Background: an optimization exercise with open tools, aiming at small area. Do not read the settings as production practice. Function was checked by simulation only, so behaviour that the tests miss may differ from the original. Power figures rest on the tool's default switching activity, not on a simulated workload.

==> flow/design.v <==
module clock_dividers(
	input clk_in,
	input rst,
	output clk_1hz,
	output clk_2hz,
	output clk_blink,
	output scan_tick,    
	output [1:0] scan_idx  
);
reg [7:0] c0;
reg scan;
reg [4:0] j;
reg [2:0] wave;
wire w0 = (c0 == 8'hec);
wire c0_zero = (c0 == 8'h00);
wire e1 = w0 & scan;
wire jw = j[4] & j[3];
always @(posedge clk_in) begin
	if (rst | w0)
		c0 <= 8'd0;
	else
		c0 <= {c0[6:0], ~(c0[7] ^ c0[5] ^ c0[4] ^ c0[3])};
end
wire e2 = e1 & jw;
wire j3c = e1 & j[2] & j[1] & j[0];
always @(posedge clk_in) begin
	if (rst) begin
		scan <= 1'b0;
		j <= 5'd0;
		wave <= 3'd0;
	end
	else begin
		scan <= scan ^ w0;
		j[0] <= j[0] ^ (e1 & ~jw);
		j[1] <= j[1] ^ (e1 & j[0]);
		j[2] <= j[2] ^ (e1 & j[1] & j[0]);
		j[3] <= j[3] ^ (e2 | j3c);
		j[4] <= j[4] ^ (e2 | (j3c & j[3]));
		wave[0] <= wave[0] ^ e2;
		wave[1] <= wave[1] ^ (e2 & wave[0]);
		wave[2] <= wave[2] ^ (e2 & wave[1] & wave[0]);
	end
end
assign clk_blink = wave[0];
assign clk_2hz = wave[1];
assign clk_1hz = wave[2];
assign scan_tick = scan & c0_zero;
assign scan_idx = j[1:0] + wave[1:0] + {1'b0, scan & ~c0_zero};
endmodule
module debouncer(
	input clk,
	input btn,
	output reg btn_out,
	output btn_rise
);
localparam [15:0] INV = 16'haaaa;
reg [15:0] sr;
wire [15:0] lfsr = sr ^ INV;
wire z = ~|lfsr[14:0];
wire fb = btn_out | (lfsr[15] ^ lfsr[14] ^ lfsr[12] ^ lfsr[3] ^ z);
always @(posedge clk) begin
	if (!btn) begin
		sr <= INV;
		btn_out <= 1'b0;
	end
	else begin
		sr <= {lfsr[14:0], fb} ^ INV;
		if (lfsr[15] & z)
			btn_out <= 1'b1;
	end
end
assign btn_rise = btn_out & z & ~lfsr[15];
endmodule
module display(
	input [3:0] number,
	output [6:0] seg
);
localparam [15:0] SEG_A = 16'hfc12;
localparam [15:0] SEG_B = 16'hfc60;
localparam [15:0] SEG_C = 16'hfc04;
localparam [15:0] SEG_D = 16'hfc92;
localparam [15:0] SEG_E = 16'hfeba;
localparam [15:0] SEG_F = 16'hfc8e;
localparam [15:0] SEG_G = 16'hfc83;
assign seg = {SEG_G[number], SEG_F[number], SEG_E[number], SEG_D[number],
	SEG_C[number], SEG_B[number], SEG_A[number]};
endmodule
module counter(
	input rst,
	input pause,
	input adj,
	input sel,
	input clk_sys,
	input clk,
	input clk_adj,
	output [3:0] sec_1s,
	output [2:0] sec_10s,
	output [3:0] min_1s,
	output [2:0] min_10s
);
wire clk_sel = adj ? clk_adj : clk;
reg clk_sel_d;
always @(posedge clk_sys)
	clk_sel_d <= clk_sel;
wire tick = clk_sel & ~clk_sel_d & ~pause;
wire sec_wrap = sec_10s[2] & sec_10s[0] & sec_1s[3] & sec_1s[0];
wire inc_sec = tick & (~adj | sel);
wire inc_min = tick & (adj ? ~sel : sec_wrap);
bcd60 sec(.clk(clk_sys), .rst(rst), .inc(inc_sec), .ones(sec_1s), .tens(sec_10s));
bcd60 min(.clk(clk_sys), .rst(rst), .inc(inc_min), .ones(min_1s), .tens(min_10s));
endmodule
module bcd60(
	input clk,
	input rst,
	input inc,
	output reg [3:0] ones,
	output reg [2:0] tens
);
wire e1 = inc & ones[0];
wire e10 = e1 & ones[3];
always @(posedge clk) begin
	if (rst) begin
		ones <= 4'd0;
		tens <= 3'd0;
	end
	else begin
		ones[0] <= ones[0] ^ inc;
		ones[1] <= ones[1] ^ (e1 & ~ones[3]);
		ones[2] <= ones[2] ^ (e1 & ones[1]);
		ones[3] <= ones[3] ^ (e1 & (ones[3] | (ones[2] & ones[1])));
		tens[0] <= tens[0] ^ e10;
		tens[1] <= tens[1] ^ (e10 & tens[0] & ~tens[2]);
		tens[2] <= tens[2] ^ (e10 & tens[0] & (tens[2] | tens[1]));
	end
end
endmodule
module stopwatch(
	input clk,
	input rst,
	input pause,
	input sel,
	input adj,
	output [6:0] seg,
	output [3:0] an
);
wire rst_out;
wire pause_out;
wire pause_rise;
debouncer rst_btn(
	.clk(clk),
	.btn(rst),
	.btn_out(rst_out),
	.btn_rise()
);
debouncer pause_btn(
	.clk(clk),
	.btn(pause),
	.btn_out(pause_out),
	.btn_rise(pause_rise)
);
reg is_paused;
always @(posedge clk) begin
	if (rst_out)
		is_paused <= 1'b0;
	else if (pause_rise)
		is_paused <= ~is_paused;
end
wire clk_1hz, clk_2hz, clk_blink, scan_tick;
wire [1:0] scan_idx;
clock_dividers divs(
	.clk_in(clk),
	.rst(rst_out),
	.clk_1hz(clk_1hz),
	.clk_2hz(clk_2hz),
	.clk_blink(clk_blink),
	.scan_tick(scan_tick),
	.scan_idx(scan_idx)
);
wire [3:0] sec_1s, min_1s;
wire [2:0] sec_10s, min_10s;
counter count(
	.rst(rst_out),
	.pause(is_paused),
	.adj(adj),
	.sel(sel),
	.clk_sys(clk),
	.clk(clk_1hz),
	.clk_adj(clk_2hz),
	.sec_1s(sec_1s),
	.sec_10s(sec_10s),
	.min_1s(min_1s),
	.min_10s(min_10s)
);
reg [3:0] shown;
reg [3:0] digit;
always @* begin
	case (scan_idx)
		2'd0: digit = {1'b0, min_10s};
		2'd1: digit = min_1s;
		2'd2: digit = {1'b0, sec_10s};
		default: digit = sec_1s;
	endcase
end
wire blank = adj & ~clk_blink & (sel == scan_idx[1]);
always @(posedge clk) begin
	if (rst_out)
		shown <= 4'd15;
	else if (scan_tick)
		shown <= blank ? 4'd10 : digit;
end
display dec(
	.number(shown),
	.seg(seg)
);
wire on = ~&shown;
assign an[3] = ~(on & (scan_idx == 2'd1));
assign an[2] = ~(on & (scan_idx == 2'd2));
assign an[1] = ~(on & (scan_idx == 2'd3));
assign an[0] = ~(on & (scan_idx == 2'd0));
endmodule
make LEC_CHECK=0 CAP_MARGIN=20 CORE_MARGIN=2 CORE_UTILIZATION=40 CTS_BUF_LIST='sky130_fd_sc_hd__clkbuf_2 sky130_fd_sc_hd__clkbuf_8' SLEW_MARGIN=20 finish   # period 10.0 ns
run.sh (not shown) runs the stock make flow with config.mk's settings and CLKGATE_MAP_FILE= SYNTH_SCRIPT=/design/flow/synth_recipe.tcl, a recipe that flattens the netlist after the stock synthesis.
The baseline passed the timing, DRC and antenna checks.
Change:
Settings changed: CTS_BUF_LIST sky130_fd_sc_hd__clkbuf_2 sky130_fd_sc_hd__clkbuf_8 to sky130_fd_sc_hd__clkbuf_4.
Outcome: The changed run produced a clean layout. First-iteration DRC count goes down by about 11%. Register-to-register slack hardly moves. Hold slack stays flat. Critical path depth does not change.

Starts from the design.v that is shown in full above.
==> flow/config.mk <==
export PLATFORM = sky130hd
export DESIGN_NAME = stopwatch
export DESIGN_NICKNAME = stopwatch
export VERILOG_FILES = /design/flow/design.v
export SDC_FILE = /design/flow/constraint.sdc
export NUM_CORES = 4
export LEC_CHECK = 0
export CAP_MARGIN = 20
export CORE_MARGIN = 2
export CORE_UTILIZATION = 40
export SLEW_MARGIN = 20
==> flow/constraint.sdc <==
create_clock -name core_clock -period 10.0 [get_ports {clk}]
set_input_delay 2.0000 -clock core_clock [delete_from_list [all_inputs] [get_ports {clk}]]
set_output_delay 2.0000 -clock core_clock [all_outputs]
set_load 0.01 [all_outputs]
standard.sh (not shown) runs the stock make flow with config.mk's settings and CLKGATE_MAP_FILE= SYNTH_SCRIPT=/design/flow/synth_recipe.tcl, a recipe that flattens the netlist after the stock synthesis.
==> flow/flow/run.sh <==
#!/bin/bash
# Own layout flow: the standard synthesis, then the combinational logic
# re-mapped for area with an area-oriented ABC script (every register instance
# of the standard synthesis is kept as it is), then the standard layout
# steps with a leaner clock tree (no dummy loads, clkbuf_4 only).
# Each tool's output goes to a log file of its own in the work folder.
set -euo pipefail
WORK=$(pwd)
FLOWDIR=$WORK/flow
RES=$WORK/orfs/results/${FLOW_PLATFORM:-sky130hd}/stopwatch/base
YOSYS=${FLOW_HOME:-/OpenROAD-flow-scripts/flow}/../tools/install/yosys/bin/yosys
[ -x "$YOSYS" ] || YOSYS=yosys

bash standard.sh synth > "$WORK/run_synth.log" 2>&1
cp "$RES/1_2_yosys.v" "$WORK/standard_synth.v"
(cd "$WORK" && "$YOSYS" -c "$FLOWDIR/remap.tcl") > "$WORK/run_remap.log" 2>&1
cp "$WORK/remapped.v" "$RES/1_2_yosys.v"
rm -f "$RES/1_synth.odb" "$RES/1_synth.sdc"
bash standard.sh \
	"CTS_ARGS=-sink_clustering_enable -sink_clustering_size 10 -sink_clustering_max_diameter 50 -repair_clock_nets -dont_use_dummy_load -buf_list sky130_fd_sc_hd__clkbuf_4" \
	"BUFFER_PORTS_ARGS=-buffer_cell sky130_fd_sc_hd__buf_1" \
	finish > "$WORK/run_layout.log" 2>&1
Other scripts of this flow, unchanged in this note and not shown: flow/flow/area.abc, flow/flow/remap.tcl
Edit:
--- a/flow/flow/run.sh
+++ b/flow/flow/run.sh
@@ -20 +20 @@
-	"CTS_ARGS=-sink_clustering_enable -sink_clustering_size 10 -sink_clustering_max_diameter 50 -repair_clock_nets -dont_use_dummy_load -buf_list sky130_fd_sc_hd__clkbuf_4" \
+	"CTS_ARGS=-sink_clustering_enable -repair_clock_nets -dont_use_dummy_load -buf_list {sky130_fd_sc_hd__clkbuf_4 sky130_fd_sc_hd__clkbuf_8}" \
Result:
- The changed run finished with timing, DRC and antenna clean
- total power climbs by 5.6%
- die area stays the same
- non-clock buffer count stays the same

Setup of lagoon:
stopwatch, a different RTL version from the one above (not shown whole).
Size in the first run: ~71 flip-flops, ~3000 sq um of cells after synthesis.
==> flow/config.mk <==
export PLATFORM = sky130hd
export DESIGN_NAME = stopwatch
export DESIGN_NICKNAME = stopwatch
export VERILOG_FILES = /design/flow/design.v
export SDC_FILE = /design/flow/constraint.sdc
export NUM_CORES = 4
export LEC_CHECK = 0
export CAP_MARGIN = 20
export CORE_MARGIN = 2
export CORE_UTILIZATION = 40
export CTS_BUF_LIST = sky130_fd_sc_hd__clkbuf_4 sky130_fd_sc_hd__clkbuf_8
export CTS_CLUSTER_DIAMETER = 500
export CTS_CLUSTER_SIZE = 100
export SLEW_MARGIN = 20
==> flow/constraint.sdc <==
create_clock -name core_clock -period 10.0 [get_ports {clk}]
set_input_delay 2.0000 -clock core_clock [delete_from_list [all_inputs] [get_ports {clk}]]
set_output_delay 2.0000 -clock core_clock [all_outputs]
set_load 0.01 [all_outputs]
run.sh (not shown) runs the stock make flow with config.mk's settings and CLKGATE_MAP_FILE= SYNTH_SCRIPT=/design/flow/synth_recipe.tcl, a recipe that flattens the netlist after the stock synthesis.
Stock flow here: none of the scripts above is used.
#### Input delta (nickel over lagoon)
# lagoon
export LEC_CHECK = 0
export CAP_MARGIN = 20
export CORE_MARGIN = 2
export CORE_UTILIZATION = 40
export CTS_BUF_LIST = sky130_fd_sc_hd__clkbuf_4 sky130_fd_sc_hd__clkbuf_8
export CTS_CLUSTER_DIAMETER = 500
export CTS_CLUSTER_SIZE = 100
export SLEW_MARGIN = 20
create_clock -name core_clock -period 10.0 [get_ports {clk}]
# nickel
export LEC_CHECK = 0
export CAP_MARGIN = 20
export CORE_MARGIN = 2
export CORE_UTILIZATION = 40
export SLEW_MARGIN = 20
create_clock -name core_clock -period 10.0 [get_ports {clk}]
Notes after the runs:
- nickel completed every stage of the flow, and the final layout passed the timing, DRC and antenna checks.
- lagoon consumes more power than nickel.
- Between lagoon and nickel, the final worst slack does not differ in any meaningful way.
- On ratio of final minimum period to clock period, nickel and lagoon are neck and neck.

==> separate check: timing with driven ports <==
How much do the figures lean on ideal ports? The routed layouts below were timed once more, with nothing changed but the port constraints. Step 1 (the two cells are an assumption about what drives the block):
set clk [get_ports {clk}]
set_driving_cell -lib_cell sky130_fd_sc_hd__clkbuf_16 $clk
set_driving_cell -lib_cell sky130_fd_sc_hd__buf_2 [delete_from_list [all_inputs] $clk]
Step 2 moves the port delays by t, midway between the first and last clock arrival at a register: inputs arrive t later, outputs are due t later. That takes back most of the time a late clock gives input paths. Slacks: ideal / step 1 / step 2; pairs: ideal / step 1.
run	t, ns	slack for setup (ns)	worst setup path after step 2	worst data-port slew with drivers (ns)	pins driven straight from the clock port
the first run of note 1	0.363	5.348 / 5.319 / 5.682	register to output	0.04	1
the second run of note 1	0.437	5.254 / 5.227 / 5.664	register to output	0.04	1
the first run of note 2	0.399	4.870 / 4.846 / 5.245	register to output	0.04	1
the second run of note 2	0.350	4.949 / 4.922 / 5.271	register to output	0.04	1
lagoon	0.361	5.273 / 5.241 / 5.602	register to output	0.05	1
nickel	0.361	5.273 / 5.242 / 5.603	register to output	0.05	1
After both steps every run listed still meets setup and hold.
